Context: an optimization exercise on an open-source flow, tuned for small area, a short achievable clock period and few clock cycles. The choices shown serve that exercise and are no tape-out recipe.
Function was not checked in any run shown here: the RTL went through the layout flow alone.
Power figures rest on the tool's default switching activity, not on a simulated workload.

$ cat flow/design.v
module RISCV(clk,
            rst_n,
            mem_wen_D,
            mem_addr_D,
            mem_wdata_D,
            mem_rdata_D,
            mem_addr_I,
            mem_rdata_I
    );
    input             clk, rst_n ;
    output            mem_wen_D  ;
    output     [29:0] mem_addr_D ;
    output     [63:0] mem_wdata_D;
    input      [63:0] mem_rdata_D;
    output     [29:0] mem_addr_I ;
    input      [31:0] mem_rdata_I;
    integer k;
    reg        e_valid;
    reg [31:2] e_pc;
    reg [63:0] e_a;         
    reg [63:0] e_b;         
    reg [63:0] e_s;         
    reg [20:0] e_imm;       
    reg [4:0]  e_rd;
    reg        e_we;        
    reg        e_ld, e_sd, e_br, e_bne, e_jal, e_jalr;
    reg        e_add, e_sub, e_sll, e_slt, e_xor, e_srl, e_sra, e_or, e_and;
    reg [63:0] rf [1:31];
    wire [63:0] ld_data = {mem_rdata_D[7:0],   mem_rdata_D[15:8],  mem_rdata_D[23:16], mem_rdata_D[31:24],
                           mem_rdata_D[39:32], mem_rdata_D[47:40], mem_rdata_D[55:48], mem_rdata_D[63:56]};
    wire [31:0] imm32 = {{11{e_imm[20]}}, e_imm};
    wire [31:0] agu   = e_a[31:0] + imm32;            
    wire [31:0] btgt  = {e_pc, 2'b00} + imm32;        
    wire [32:2] pc4   = {1'b0, e_pc} + 31'd1;
    wire [63:0] sum   = e_a + (e_sub ? ~e_b : e_b) + {63'd0, e_sub};
    wire        lt    = $signed(e_a) < $signed(e_b);
    wire [5:0]  sh    = e_b[5:0];
    wire [63:0] sl    = e_a << sh;
    wire [63:0] sr    = $signed({e_sra & e_a[63], e_a}) >>> sh;
    reg  [63:0] alu;
    always @(*) begin
        alu = 64'd0;
        if (e_add | e_sub) alu = alu | sum;
        if (e_slt)         alu = alu | {63'd0, lt};
        if (e_xor)         alu = alu | (e_a ^ e_b);
        if (e_or)          alu = alu | (e_a | e_b);
        if (e_and)         alu = alu | (e_a & e_b);
        if (e_sll)         alu = alu | sl;
        if (e_srl | e_sra) alu = alu | sr;
        if (e_jal | e_jalr) alu = alu | {31'd0, pc4, 2'b00};
    end
    wire [63:0] wb = e_ld ? ld_data : alu;
    wire taken = e_jal | (e_br & ((e_a == e_s) ^ e_bne));
    wire [31:2] npc = !e_valid ? e_pc :
                      e_jalr   ? agu[31:2] :
                      taken    ? btgt[31:2] : pc4[31:2];
    assign mem_addr_I  = npc;
    assign mem_wen_D   = e_valid & e_sd;
    assign mem_addr_D  = agu[31:2];
    assign mem_wdata_D = {e_s[7:0],   e_s[15:8],  e_s[23:16], e_s[31:24],
                          e_s[39:32], e_s[47:40], e_s[55:48], e_s[63:56]};
    wire wr = e_valid & e_we;
    always @(posedge clk) begin
        for (k = 1; k < 32; k = k + 1)
            if (!rst_n || (wr && e_rd == k))
                rf[k] <= rst_n ? wb : 64'd0;
    end
    wire [31:0] ins = {mem_rdata_I[7:0], mem_rdata_I[15:8], mem_rdata_I[23:16], mem_rdata_I[31:24]};
    wire [4:0]  op  = ins[6:2];
    wire [2:0]  f3  = ins[14:12];
    wire [4:0]  rs1 = ins[19:15];
    wire [4:0]  rs2 = ins[24:20];
    wire [4:0]  rd  = ins[11:7];
    wire d_r    = op == 5'b01100;
    wire d_i    = op == 5'b00100;
    wire d_ld   = op == 5'b00000;
    wire d_sd   = op == 5'b01000;
    wire d_br   = op == 5'b11000;
    wire d_jal  = op == 5'b11011;
    wire d_jalr = op == 5'b11001;
    reg [63:0] r1, r2;
    always @(*) begin
        r1 = 64'd0;
        r2 = 64'd0;
        for (k = 1; k < 32; k = k + 1) begin
            if (rs1 == k) r1 = rf[k];
            if (rs2 == k) r2 = rf[k];
        end
        if (wr && e_rd == rs1) r1 = wb;
        if (wr && e_rd == rs2) r2 = wb;
    end
    wire [11:0] imm_i = ins[31:20];
    wire [11:0] imm_s = {ins[31:25], ins[11:7]};
    wire [12:0] imm_b = {ins[31], ins[7], ins[30:25], ins[11:8], 1'b0};
    wire [20:0] imm_j = {ins[31], ins[19:12], ins[20], ins[30:21], 1'b0};
    always @(posedge clk) begin
        if (!rst_n) begin
            e_valid <= 1'b0;
            e_pc    <= 30'd0;
        end else begin
            e_valid <= 1'b1;
            e_pc    <= npc;
        end
        e_a   <= r1;
        e_s   <= r2;
        e_b   <= d_i ? {{52{imm_i[11]}}, imm_i} : r2;
        e_imm <= d_sd ? {{9{imm_s[11]}}, imm_s} :
                 d_br ? {{8{imm_b[12]}}, imm_b} :
                 d_jal ? imm_j : {{9{imm_i[11]}}, imm_i};
        e_rd  <= rd;
        e_we  <= (d_r | d_i | d_ld | d_jal | d_jalr) & (rd != 5'd0);
        e_ld  <= d_ld;
        e_sd  <= d_sd;
        e_br  <= d_br;
        e_bne <= f3[0];
        e_jal <= d_jal;
        e_jalr <= d_jalr;
        e_add <= (d_r & f3 == 3'b000 & !ins[30]) | (d_i & f3 == 3'b000);
        e_sub <= d_r & f3 == 3'b000 & ins[30];
        e_sll <= (d_r | d_i) & f3 == 3'b001;
        e_slt <= (d_r | d_i) & f3 == 3'b010;
        e_xor <= (d_r | d_i) & f3 == 3'b100;
        e_srl <= (d_r | d_i) & f3 == 3'b101 & !ins[30];
        e_sra <= (d_r | d_i) & f3 == 3'b101 & ins[30];
        e_or  <= (d_r | d_i) & f3 == 3'b110;
        e_and <= (d_r | d_i) & f3 == 3'b111;
    end
endmodule
$ cat flow/run.sh
#!/bin/bash
# synth_recipe.tcl (not shown) runs the flow's synth.tcl, then flattens the netlist and writes it again
# the make line also repeats each setting of config.mk as NAME=value (left out here)
make -C /OpenROAD-flow-scripts/flow DESIGN_CONFIG=/design/flow/config.mk WORK_HOME=/design/flow/orfs CLKGATE_MAP_FILE= SYNTH_SCRIPT=/design/flow/synth_recipe.tcl finish
$ cat flow/config.mk
export PLATFORM = sky130hd
export DESIGN_NAME = RISCV
export DESIGN_NICKNAME = RISCV
export VERILOG_FILES = /design/flow/design.v
export SDC_FILE = /design/flow/constraint.sdc
export NUM_CORES = 8
export LEC_CHECK = 0
export CAP_MARGIN = 35
export CORE_MARGIN = 2
export CORE_UTILIZATION = 40
export SETUP_SLACK_MARGIN = 0.5
export SLEW_MARGIN = 35
$ cat flow/constraint.sdc
create_clock -name core_clock -period 17.0 [get_ports {clk}]
set_input_delay 3.4000 -clock core_clock [delete_from_list [all_inputs] [get_ports {clk}]]
set_output_delay 3.4000 -clock core_clock [all_outputs]
set_load 0.01 [all_outputs]
==> insert_results.sql, run 1 <==
INSERT INTO impl_metrics (metric_group, metric, value, unit) VALUES
('global_routing', 'antenna_found_initial', '48', ''),
('routing', 'detail_route.wl_per_cell', '41.18', 'um'),
('cts', 'tritoncts', 'yes', ''),
('sta', 'clock-skew-final', '0.1348', 'ns'),
('setup_path', 'worst-path-buf-inv', '2', ''),
('setup_path', 'required', '13.60', 'ns'),
('setup_path', 'critPathKind', 'flop to primary output', ''),
('routing', 'drc', '0', ''),
('setup_path', 'slowest_delay', '0.75', 'ns'),
('cts', 'ctsResizeCount', '0', ''),
('synth', 'synth_area_leaders', 'sky130_fd_sc_hd__edfxtp_1 (50%), sky130_fd_sc_hd__dfxtp_1 (4.4%), sky130_fd_sc_hd__a22oi_1 (3.4%), sky130_fd_sc_hd__ha_1 (3.3%), sky130_fd_sc_hd__a21oi_1 (2.8%)', ''),
('setup_path', 'cp-startpoint', 'e_a[62]', ''),
('setup_path', 'cpLargestDelayFamily', 'simple AND/OR/NAND/NOR gates', ''),
('hold_path', 'hold_class', 'flop to flop', ''),
('setup_path', 'critical_path_arrival', '6.41', 'ns'),
('cells_and_area', 'area_growth', '13.94', '%'),
('sta', 'setup_total_negative_slack', '0', 'ns'),
('die', 'ios', '223', ''),
('hold_path', 'worst_hold_startpoint', 'e_pc[22]', ''),
('run', 'drv.max_cap_violation_count', '0', ''),
('cells_and_area', 'fin_nets', '11060', ''),
('global_routing', 'grt_max_degree', '62', ''),
('cells_and_area', 'post-route-cell-area', '135900', 'um2'),
('routing', 'drt_pre_antenna_iters', '13', ''),
('global_routing', 'global_route_wire_length_before_repair', '822400', 'um'),
('cts', 'cts_sinks', '2249', ''),
('synth', 'average_instance_area_after_synthesis', '11.33', 'um2'),
('sta', 'final-setup-viol-count', '0', ''),
('setup_path', 'critPathLaunchType', 'flop', ''),
('sta', 'timing.final.crit_share', '57.73', '%'),
('sta', 'grt_setup_unrepaired', 'no', ''),
('setup_path', 'setup.worst_path.end_class', 'primary output', ''),
('synth', 'synth_edf_count', '1984', ''),
('power', 'p_per_area', '117.9', 'nW/um2'),
('cts', 'path_clk_slew', '0.07', 'ns'),
('power', 'p_leak', '0.04942', 'uW'),
('setup_path', 'crit_path_top_delay_cell', 'sky130_fd_sc_hd__dfxtp_1', ''),
('synth', 'synth.largest_area_cell', 'sky130_fd_sc_hd__edfxtp_1', ''),
('cts', 'cts_inserted_buffers', '247', ''),
('sta', 'maxSlewViolCount', '0', ''),
('global_routing', 'grt_pass1_vias', '97470', ''),
('cts', 'hold_buffers', '0', ''),
('placed_design', 'dpl.hpwl', '422300', 'um'),
('synth', 'synthesis.nets', '10940', ''),
('synth', 'postSynthRegisterBits', '2249', ''),
('routing', 'wl', '610300', 'um'),
('die', 'die_height', '550.0', 'um'),
('status', 'outcome', 'no timing/DRC/antenna violations', ''),
('placed_design', 'gp_congestion', '1.043', ''),
('synth', 'netlist_instances', '10530', ''),
('cells_and_area', 'layout-drive-gt1-share', '13.21', '%'),
('sta', 'period_minus_slack', '9.814', 'ns'),
('global_routing', 'globalRouteOverflowTotal', '0', ''),
('sta', 'timing.final.hold_violations', '0', ''),
('synth', 'yosys_warnings', '2', ''),
('setup_path', 'crit_path_max_fanout', '39', ''),
('routing', 'ant_nets', '0', ''),
('power', 'peakVddDrop', '0.00009618', 'V'),
('die', 'die_w', '550.0', 'um'),
('synth', 'portion_of_the_post_synthesis_area_used_by_sequential_elements', '54.41', '%'),
('cells_and_area', 'register_area', '64910', 'um2'),
('global_routing', 'globalRouteTotalUtil', '38.82', '%'),
('routing', 'via_per_inst', '7.180', ''),
('placed_design', 'port_buffers', '220', ''),
('sta', 'timing.max_slew.rel_slack', '22.32', '%'),
('sta', 'clock.fmax', '101.9', 'MHz'),
('die', 'core', '296800', 'um2'),
('synth', 'post_synth_instance_area', '119200', 'um2'),
('cts', 'skew_pair_late_insertion_delay', '0.98', 'ns'),
('synth', 'synth-main-ff-cell', 'sky130_fd_sc_hd__edfxtp_1', ''),
('die', 'dieArea', '302500', 'um2');
==> cell usage after synthesis (all sizes together), types with 34 or more instances <==
library cell,number
o2111ai,34
a2111oi,60
nand4,94
inv,222
a22o,45
nor2,872
a221o,46
o31ai,38
a222oi,78
nand2b,72
o21a,63
a211oi,146
a21oi,671
nand2,559
and3,93
dfxtp,265
and2,71
mux2,118
a221oi,191
a21o,96
a22oi,543
buf,269
nor2b,49
o211ai,72
clkbuf,557
o21ai,670
a31oi,124
ha,315
mux2i,248
xnor2,71
edfxtp,1984
nor4,69
xor2,171
or3,37
o221ai,113
nor3,206
mux4,150
nand3,176
o22a,40
o22ai,473
==> worst paths after layout <==
kind / cells past startpoint / slack, ns / endpoint
min reg2reg: 2 / 0.56 / e_pc[22]
min: 2 / 0.56 / e_pc[22]
max reg2reg: 13 / 9.60 / rf[30][52]
max: 12 / 7.19 / mem_addr_I[28]
==> registers in the layout, summed over array words and instances, names as in the netlist <==
name	count
e_add	1
e_sd	1
e_a	64
e_we	1
e_s	64
e_xor	1
e_sra	1
e_valid	1
e_jalr	1
e_imm	21
e_jal	1
e_and	1
e_sll	1
e_rd	5
e_pc	30
e_bne	1
e_slt	1
e_br	1
e_srl	1
e_sub	1
e_or	1
rf	1984
e_ld	1
e_b	64
==> worst min-delay path, cell delays in order (launching register included) <==
cell and delay [ns]:
sky130_fd_sc_hd__dfxtp_1 0.34, sky130_fd_sc_hd__nand2_1 0.09, sky130_fd_sc_hd__a31oi_1 0.08
==> placed cells by master (no fill, tap or decap), drive strengths merged, types with 78 or more instances in the layout <==
cell | Yosys | final
a211oi | 146 | 146
a21o | 96 | 96
a21oi | 671 | 671
a221oi | 191 | 191
a222oi | 78 | 78
a22oi | 543 | 543
a31oi | 124 | 124
and3 | 93 | 93
buf | 269 | 487
clkbuf | 557 | 310
clkdlybuf4s50 | 0 | 211
clkinv | 4 | 105
dfxtp | 265 | 265
edfxtp | 1984 | 1984
ha | 315 | 315
inv | 222 | 231
mux2 | 118 | 118
mux2i | 248 | 248
mux4 | 150 | 150
nand2 | 559 | 559
nand3 | 176 | 176
nand4 | 94 | 94
nor2 | 872 | 872
nor3 | 206 | 206
o21ai | 670 | 670
o221ai | 113 | 113
o22ai | 473 | 473
xor2 | 171 | 171
==> final cells by class <==
class	instances	area share [%]
flip-flops and latches	2249	47.78
multi-input cells	7224	37.74
clock buffers	308	4.817
repair buffers	700	4.329
well taps	3939	3.628
clock inverters	146	1.028
inverters	226	0.6281
diodes	28	0.05157
==> stage by stage <==
stage	instances	util, %	worst slack, ns	power, uW	hold slack, ns
after floorplan	10530	-	10.14	8691	0.4902
after global placement	14330	42.93	7.906	10450	0.5233
after detailed placement	14340	43.04	8.045	10480	0.5375
after CTS	14790	45.72	7.120	15800	0.5477
after global routing	14790	45.75	7.169	16300	0.5626
final	14820	45.78	7.186	16010	0.5612
==> per-layer routing <==
| metal | vias up | global-route usage (%) | wire length [um] |
|---|---|---|---|
| met3 | 1737 | 11.74 | 88620 |
| met2 | 9956 | 57.22 | 256800 |
| met4 | 18 | 21.66 | 42950 |
| li1 | 42030 | - | - |
| met1 | 52670 | 50.87 | 221900 |
| met5 | - | 0 | 110 |
==> report_power, final <==
part           internal (uW)  switching, uW  total [uW]
Sequential              6370            297        6670
Clock                   3060           2370        5430
Combinational           1220           2700        3920
Total                  10600           5370       16000
==> cell families (layout without fill, tap and decap cells) <==
group / count (synthesis) / in the layout / synth area share (%)
adders and majority gates: 317 / 317 / 3.339
other: 0 / 28 / 0
muxes: 516 / 516 / 6.096
buffers and inverters: 1052 / 1380 / 3.628
DFF: 2249 / 2249 / 54.41
and+or+nand+nor: 2396 / 2396 / 9.345
xor gates and xnor gates: 242 / 242 / 1.778
AOI/OAI and AO/OA: 3753 / 3753 / 21.40
==> run 2: changes to the inputs <==
--- a/flow/design.v
+++ b/flow/design.v
@@ -19,7 +19,6 @@
     reg [31:2] e_pc;
     reg [63:0] e_a;         
     reg [63:0] e_b;         
-    reg [63:0] e_s;         
     reg [20:0] e_imm;       
     reg [4:0]  e_rd;
     reg        e_we;        
@@ -33,14 +32,17 @@
     wire [31:0] btgt  = {e_pc, 2'b00} + imm32;        
     wire [32:2] pc4   = {1'b0, e_pc} + 31'd1;
     wire [63:0] sum   = e_a + (e_sub ? ~e_b : e_b) + {63'd0, e_sub};
-    wire        lt    = $signed(e_a) < $signed(e_b);
+    wire        lt    = (e_a[63] ^ e_b[63]) ? e_a[63] : sum[63];
     wire [5:0]  sh    = e_b[5:0];
-    wire [63:0] sl    = e_a << sh;
-    wire [63:0] sr    = $signed({e_sra & e_a[63], e_a}) >>> sh;
+    reg  [63:0] a_rev, sl;
+    always @(*) for (k = 0; k < 64; k = k + 1) a_rev[k] = e_a[63-k];
+    wire [63:0] sin   = e_sll ? a_rev : e_a;
+    wire [63:0] sr    = $signed({e_sra & e_a[63], sin}) >>> sh;
+    always @(*) for (k = 0; k < 64; k = k + 1) sl[k] = sr[63-k];
     reg  [63:0] alu;
     always @(*) begin
         alu = 64'd0;
-        if (e_add | e_sub) alu = alu | sum;
+        if (e_add | (e_sub & !e_slt)) alu = alu | sum;
         if (e_slt)         alu = alu | {63'd0, lt};
         if (e_xor)         alu = alu | (e_a ^ e_b);
         if (e_or)          alu = alu | (e_a | e_b);
@@ -50,15 +52,15 @@
         if (e_jal | e_jalr) alu = alu | {31'd0, pc4, 2'b00};
     end
     wire [63:0] wb = e_ld ? ld_data : alu;
-    wire taken = e_jal | (e_br & ((e_a == e_s) ^ e_bne));
+    wire taken = e_jal | (e_br & ((e_a == e_b) ^ e_bne));
     wire [31:2] npc = !e_valid ? e_pc :
                       e_jalr   ? agu[31:2] :
                       taken    ? btgt[31:2] : pc4[31:2];
     assign mem_addr_I  = npc;
     assign mem_wen_D   = e_valid & e_sd;
     assign mem_addr_D  = agu[31:2];
-    assign mem_wdata_D = {e_s[7:0],   e_s[15:8],  e_s[23:16], e_s[31:24],
-                          e_s[39:32], e_s[47:40], e_s[55:48], e_s[63:56]};
+    assign mem_wdata_D = {e_b[7:0],   e_b[15:8],  e_b[23:16], e_b[31:24],
+                          e_b[39:32], e_b[47:40], e_b[55:48], e_b[63:56]};
     wire wr = e_valid & e_we;
     always @(posedge clk) begin
         for (k = 1; k < 32; k = k + 1)
@@ -83,8 +85,8 @@
         r1 = 64'd0;
         r2 = 64'd0;
         for (k = 1; k < 32; k = k + 1) begin
-            if (rs1 == k) r1 = rf[k];
-            if (rs2 == k) r2 = rf[k];
+            r1 = r1 | (rf[k] & {64{rs1 == k}});
+            r2 = r2 | (rf[k] & {64{rs2 == k}});
         end
         if (wr && e_rd == rs1) r1 = wb;
         if (wr && e_rd == rs2) r2 = wb;
@@ -102,7 +104,6 @@
             e_pc    <= npc;
         end
         e_a   <= r1;
-        e_s   <= r2;
         e_b   <= d_i ? {{52{imm_i[11]}}, imm_i} : r2;
         e_imm <= d_sd ? {{9{imm_s[11]}}, imm_s} :
                  d_br ? {{8{imm_b[12]}}, imm_b} :
@@ -116,7 +117,7 @@
         e_jal <= d_jal;
         e_jalr <= d_jalr;
         e_add <= (d_r & f3 == 3'b000 & !ins[30]) | (d_i & f3 == 3'b000);
-        e_sub <= d_r & f3 == 3'b000 & ins[30];
+        e_sub <= (d_r & f3 == 3'b000 & ins[30]) | ((d_r | d_i) & f3 == 3'b010);
         e_sll <= (d_r | d_i) & f3 == 3'b001;
         e_slt <= (d_r | d_i) & f3 == 3'b010;
         e_xor <= (d_r | d_i) & f3 == 3'b100;
==> flow/flow/run.sh (new file) <==
#!/bin/bash
set -euo pipefail
MARGIN=11
sed -E "s/SETUP_SLACK_MARGIN=[^ ]+/SETUP_SLACK_MARGIN=$MARGIN/" standard.sh > standard_margin.sh
grep -q "SETUP_SLACK_MARGIN=$MARGIN" standard_margin.sh
bash standard_margin.sh > make_flow.log 2>&1
==> flow/standard.sh (new file) <==
#!/bin/bash
# synth_recipe.tcl (not shown) runs the flow's synth.tcl, then flattens the netlist and writes it again
# the make line also repeats each setting of config.mk as NAME=value (left out here)
make -C /OpenROAD-flow-scripts/flow DESIGN_CONFIG=/design/flow/config.mk WORK_HOME=/design/flow/orfs CLKGATE_MAP_FILE= SYNTH_SCRIPT=/design/flow/synth_recipe.tcl "${@:-finish}"
--- a/flow/config.mk
+++ b/flow/config.mk
@@ -8,5 +8,5 @@
 export CAP_MARGIN = 35
 export CORE_MARGIN = 2
 export CORE_UTILIZATION = 40
-export SETUP_SLACK_MARGIN = 0.5
+export SETUP_SLACK_MARGIN = 5
 export SLEW_MARGIN = 35
removed: flow/run.sh
==> run 2 against run 1 <==
Critical path depth increased by 41. Hold slack gained 0.067 ns. Non-clock buffer count up 102. Still clean. Clock power decreased by 4.4%. Sequential power down 3%. Critical endpoint is now e_pc[9]. Design area fell by 4.9%. Combinational power fell by 19%. Flip-flop and latch count fell by 64.
==> insert_results.sql, run 2 <==
INSERT INTO impl_metrics (metric_group, metric, value, unit) VALUES
('cells_and_area', 'layout.cells.most_common', 'sky130_fd_sc_hd__edfxtp_1', ''),
('cells_and_area', 'regMostFlops', 'rf', ''),
('sta', 'maxSlewViolCount', '0', ''),
('setup_path', 'crit_path_max_fanout', '3', ''),
('placed_design', 'dpl.hpwl', '340200', 'um'),
('setup_path', 'reg2regPathDepth', '53', ''),
('setup_path', 'timing.reg2reg.setup_slack', '8.87', 'ns'),
('placed_design', 'gp_congestion', '1.057', ''),
('synth', 'synth_cell_types', '94', ''),
('setup_path', 'slowest_delay', '0.53', 'ns'),
('die', 'starting_density', '40.15', '%'),
('setup_path', 'worst-path-buf-inv', '44', ''),
('status', 'outcome', 'no timing/DRC/antenna violations', ''),
('power', 'power.total', '14840', 'uW'),
('synth', 'post-synth-top-count-cell', 'sky130_fd_sc_hd__edfxtp_1', ''),
('synth', 'yosys_warnings', '2', ''),
('synth', 'synth_edf_count', '1984', ''),
('sta', 'timing.final.crit_share', '47.83', '%'),
('placed_design', 'port_buffers', '220', ''),
('setup_path', 'critPathKind', 'flop to flop', ''),
('routing', 'drt_pre_antenna_iters', '22', ''),
('synth', 'postSynthRegisterBits', '2185', ''),
('power', 'peakVddDrop', '0.00009948', 'V'),
('hold_path', 'min_to', 'e_pc[21]', ''),
('global_routing', 'global_route_wire_length_before_repair', '804000', 'um'),
('global_routing', 'antenna_found_initial', '43', ''),
('cells_and_area', 'area_growth', '20.26', '%'),
('synth', 'synthArstFlopShare', '0', '%'),
('synth', 'synth.largest_area_cell', 'sky130_fd_sc_hd__edfxtp_1', ''),
('cells_and_area', 'largest_registers', 'rf (1984), e_a (64), e_b (64)', ''),
('die', 'die_w', '522.1', 'um'),
('die', 'core', '267400', 'um2'),
('setup_path', 'crit_path_top_delay_cell', 'sky130_fd_sc_hd__nor4_4', ''),
('synth', 'synth.top_cells.by_count', 'sky130_fd_sc_hd__edfxtp_1 (1984), sky130_fd_sc_hd__a22oi_1 (868), sky130_fd_sc_hd__clkbuf_1 (514)', ''),
('cts', 'skew_pair_late_insertion_delay', '0.96', 'ns'),
('synth', 'yosys.area.top_type_share', '55.48', '%'),
('sta', 'setup_total_negative_slack', '0', 'ns'),
('cells_and_area', 'layout.cells.most_common_list', 'sky130_fd_sc_hd__edfxtp_1 (1984), sky130_fd_sc_hd__a22oi_1 (868), sky130_fd_sc_hd__a221oi_1 (498)', ''),
('sta', 'clock-skew-final', '0.1133', 'ns'),
('sta', 'actual_slew_at_the_worst_max_slew_pin', '1.281', 'ns'),
('power', 'p_leak', '0.04622', 'uW'),
('synth', 'synth-main-ff-cell', 'sky130_fd_sc_hd__edfxtp_1', ''),
('global_routing', 'globalRouteTotalUtil', '43.06', '%'),
('cells_and_area', 'register_area', '63890', 'um2'),
('run', 'drv.max_cap_violation_count', '0', ''),
('routing', 'drc', '0', ''),
('cts', 'hold_buffers', '0', ''),
('placed_design', 'dp_slack', '8.531', 'ns'),
('routing', 'route.vias.total', '101400', ''),
('die', 'cell_row_count', '190', ''),
('synth', 'synth_area_leaders', 'sky130_fd_sc_hd__edfxtp_1 (55%), sky130_fd_sc_hd__a22oi_1 (6.1%), sky130_fd_sc_hd__a221oi_1 (4.1%), sky130_fd_sc_hd__a22o_1 (4.0%), sky130_fd_sc_hd__dfxtp_1 (3.7%)', ''),
('power', 'p_per_area', '114.9', 'nW/um2'),
('routing', 'wl', '614000', 'um'),
('die', 'die_height', '522.1', 'um'),
('sta', 'period_minus_slack', '8.131', 'ns'),
('sta', 'clock.fmax', '123.0', 'MHz'),
('hold_path', 'worst_hold_startpoint', 'e_pc[21]', ''),
('cts', 'cts_sinks', '2185', ''),
('cts', 'htree_levels', '4', ''),
('cts', 'tritoncts', 'yes', ''),
('cells_and_area', 'fillers', '23150', ''),
('cells_and_area', 'multi_input_area', '43720', 'um2'),
('sta', 'grt_setup_unrepaired', 'yes', ''),
('setup_path', 'critPathLaunchType', 'flop', ''),
('setup_path', 'required', '17.83', 'ns'),
('sta', 'hold_slack', '0.6285', 'ns'),
('cells_and_area', 'fin_nets', '9211', ''),
('setup_path', 'setup.worst_path.end_class', 'flop', ''),
('cells_and_area', 'max_reg_flops', '1984', ''),
('global_routing', 'grt_max_degree', '67', ''),
('setup_path', 'critical_path_arrival', '8.96', 'ns'),
('routing', 'detail_route.wl_per_cell', '48.57', 'um'),
('cts', 'cts_inserted_buffers', '222', ''),
('routing', 'ant_nets', '0', ''),
('die', 'ios', '223', ''),
('synth', 'portion_of_the_post_synthesis_area_used_by_sequential_elements', '59.23', '%'),
('routing', 'via_per_inst', '8.022', ''),
('setup_path', 'worst_r2r_endpoint', 'e_pc[9]', ''),
('sta', 'timing.max_slew.rel_slack', '14.60', '%'),
('sta', 'postLayoutSetupSlackWorst', '8.869', 'ns'),
('routing', 'initialDrtViolationCount', '24510', ''),
('sta', 'timing.final.hold_violations', '0', ''),
('cells_and_area', 'layout-drive-gt1-share', '19.06', '%'),
('setup_path', 'cpLargestDelayFamily', 'buffers and inverters', ''),
('hold_path', 'min_path_cells', '2', ''),
('die', 'dieArea', '272600', 'um2'),
('cts', 'clock_path_buffers', '4', ''),
('hold_path', 'hold_class', 'flop to flop', ''),
('synth', 'synthesis.nets', '8816', ''),
('global_routing', 'grt_pass1_vias', '92260', ''),
('cts', 'cts_root_buf', 'sky130_fd_sc_hd__clkbuf_16', ''),
('synth', 'netlist_instances', '8466', ''),
('synth', 'post_synth_instance_area', '107400', 'um2'),
('cts', 'path_clk_slew', '0.07', 'ns'),
('setup_path', 'worst_path_most_repeated_cell', 'sky130_fd_sc_hd__buf_4', ''),
('sta', 'final-setup-viol-count', '0', ''),
('global_routing', 'globalRouteOverflowTotal', '0', ''),
('synth', 'average_instance_area_after_synthesis', '12.68', 'um2'),
('setup_path', 'reg2reg_from', 'e_b[35]', '');
==> run 2: changes by cell type in the layout (fill, tap and decap cells not counted), moves of 149 or more <==
cell                       previous run  this run
sky130_fd_sc_hd__nand2_1            540       372
sky130_fd_sc_hd__a21oi_1            660       279
sky130_fd_sc_hd__nor2_1             778       244
sky130_fd_sc_hd__o22ai_1            470        19
sky130_fd_sc_hd__nand4_1             94       258
sky130_fd_sc_hd__o21ai_0            605       153
sky130_fd_sc_hd__a22o_1              45       487
sky130_fd_sc_hd__a221oi_1           189       498
sky130_fd_sc_hd__buf_6                6       155
sky130_fd_sc_hd__mux2i_1            243        85
sky130_fd_sc_hd__buf_4              468       305
sky130_fd_sc_hd__dfxtp_1            255       102
sky130_fd_sc_hd__a22oi_1            543       868
==> run 2: worst register-to-register path, delay by kind of cell, from the launching register on <==
kind	cells	cell delay (ns)
compound gates	4	0.52
fa+ha+maj	1	0.25
simple gates	3	1.26
buf+inv	44	5.25
flops	1	0.46
xor+xnor	1	0.25
==> run 2: worst max-delay path by stage <==
stage	slack [ns]	from	cells past startpoint	endpoint
2_1_floorplan	10.69	e_b[2]	17	mem_addr_I[17]
3_3_place_gp	8.54	mem_rdata_I[12]	12	e_b[46]
3_5_place_dp	8.53	e_a[62]	11	mem_addr_I[16]
4_1_cts	9.15	e_b[35]	13	mem_addr_I[25]
5_1_grt	8.85	e_b[35]	53	e_pc[9]
6_report	8.87	e_b[35]	53	e_pc[9]
==> run 2: logic make-up (layout without fill, tap and decap cells) <==
logic type | after synthesis | count (layout) | share of synthesized area [%]
buffers and inverters | 841 | 1419 | 3.084
adder cells (fa/ha/maj) | 252 | 252 | 2.950
flip-flops | 2185 | 2185 | 59.23
other | 0 | 46 | 0
AND/OR/NAND/NOR | 1683 | 1684 | 7.812
XOR/XNOR | 185 | 185 | 1.509
multiplexers | 253 | 253 | 3.652
AO/OA/AOI/OAI | 3067 | 3067 | 21.77
==> run 2: layout make-up <==
class	count	share of cell area (%)
timing repair inverter	1	0.008719
clock buffer	258	4.485
sequential	2185	49.47
antenna	46	0.08913
tap	3552	3.441
inverter	208	0.6385
timing repair buffer	802	6.735
multi-input combinational	5441	33.85
clock inverter	150	1.283
==> run 2: repair_timing <==
item / 4_1_cts / 5_1_grt
resized for setup: 871 / 189
pin swaps: 96 / 65
gates cloned: 7 / 5
hold endpoints to repair: 0 / 0
setup endpoints to repair: 779 / 514
setup buffers: 176 / 57
==> run 2: routing by layer <==
| metal | track usage, % | vias to the layer above | share of wire (%) |
|---|---|---|---|
| li1 | - | 35990 | - |
| met1 | 52.32 | 49120 | 33 |
| met2 | 59.36 | 12520 | 39 |
| met3 | 21.04 | 3747 | 19 |
| met4 | 29.99 | 44 | 9.5 |
| met5 | 0.7196 | - | 0.11 |
==> run 2: through the flow <==
| stage | utilization, % | instances | cell area [um2] |
|---|---|---|---|
| 2_1_floorplan | - | 8466 | 107700 |
| 3_3_place_gp | 43.25 | 11930 | 115700 |
| 3_5_place_dp | 43.41 | 11940 | 116100 |
| 4_1_cts | 47.67 | 12530 | 127500 |
| 5_1_grt | 48.25 | 12600 | 129000 |
| 6_report | 48.29 | 12640 | 129100 |
==> run 2: power by group <==
group / switching, uW / internal [uW]
Combinational: 2120 / 1050
Clock: 2260 / 2930
Sequential: 278 / 6200
Total: 4650 / 10200

-- port drivers added, routing unchanged --
Ports are ideal in the flow. The routed layouts listed here were re-timed in OpenROAD.
Step 1: set_driving_cell puts a clkbuf_16 on clk and a buf_2 on each other input, an assumption about the parent block.
Step 2 adds t to the input delays and takes it off the output delays; t is the mean of the earliest and latest rising clock arrival at the registers after step 1. Input paths then give back, and output paths get back, about the clock's delay inside the block.
a / b / c = ideal ports / drivers / drivers and shift; a / b = the first two.
run	t, ns	setup slack, ns	latest minus earliest clock arrival (ns)	slew at the worst register clock pin (ns)	cell pins on the clock port's net
run 1	1.008	7.186 / 7.091 / 7.737	0.135 / 0.135	0.08 / 0.08	1
run 2	1.012	8.869 / 8.807 / 8.869	0.113 / 0.113	0.08 / 0.08	1
After both steps setup and hold are still met in every run listed.
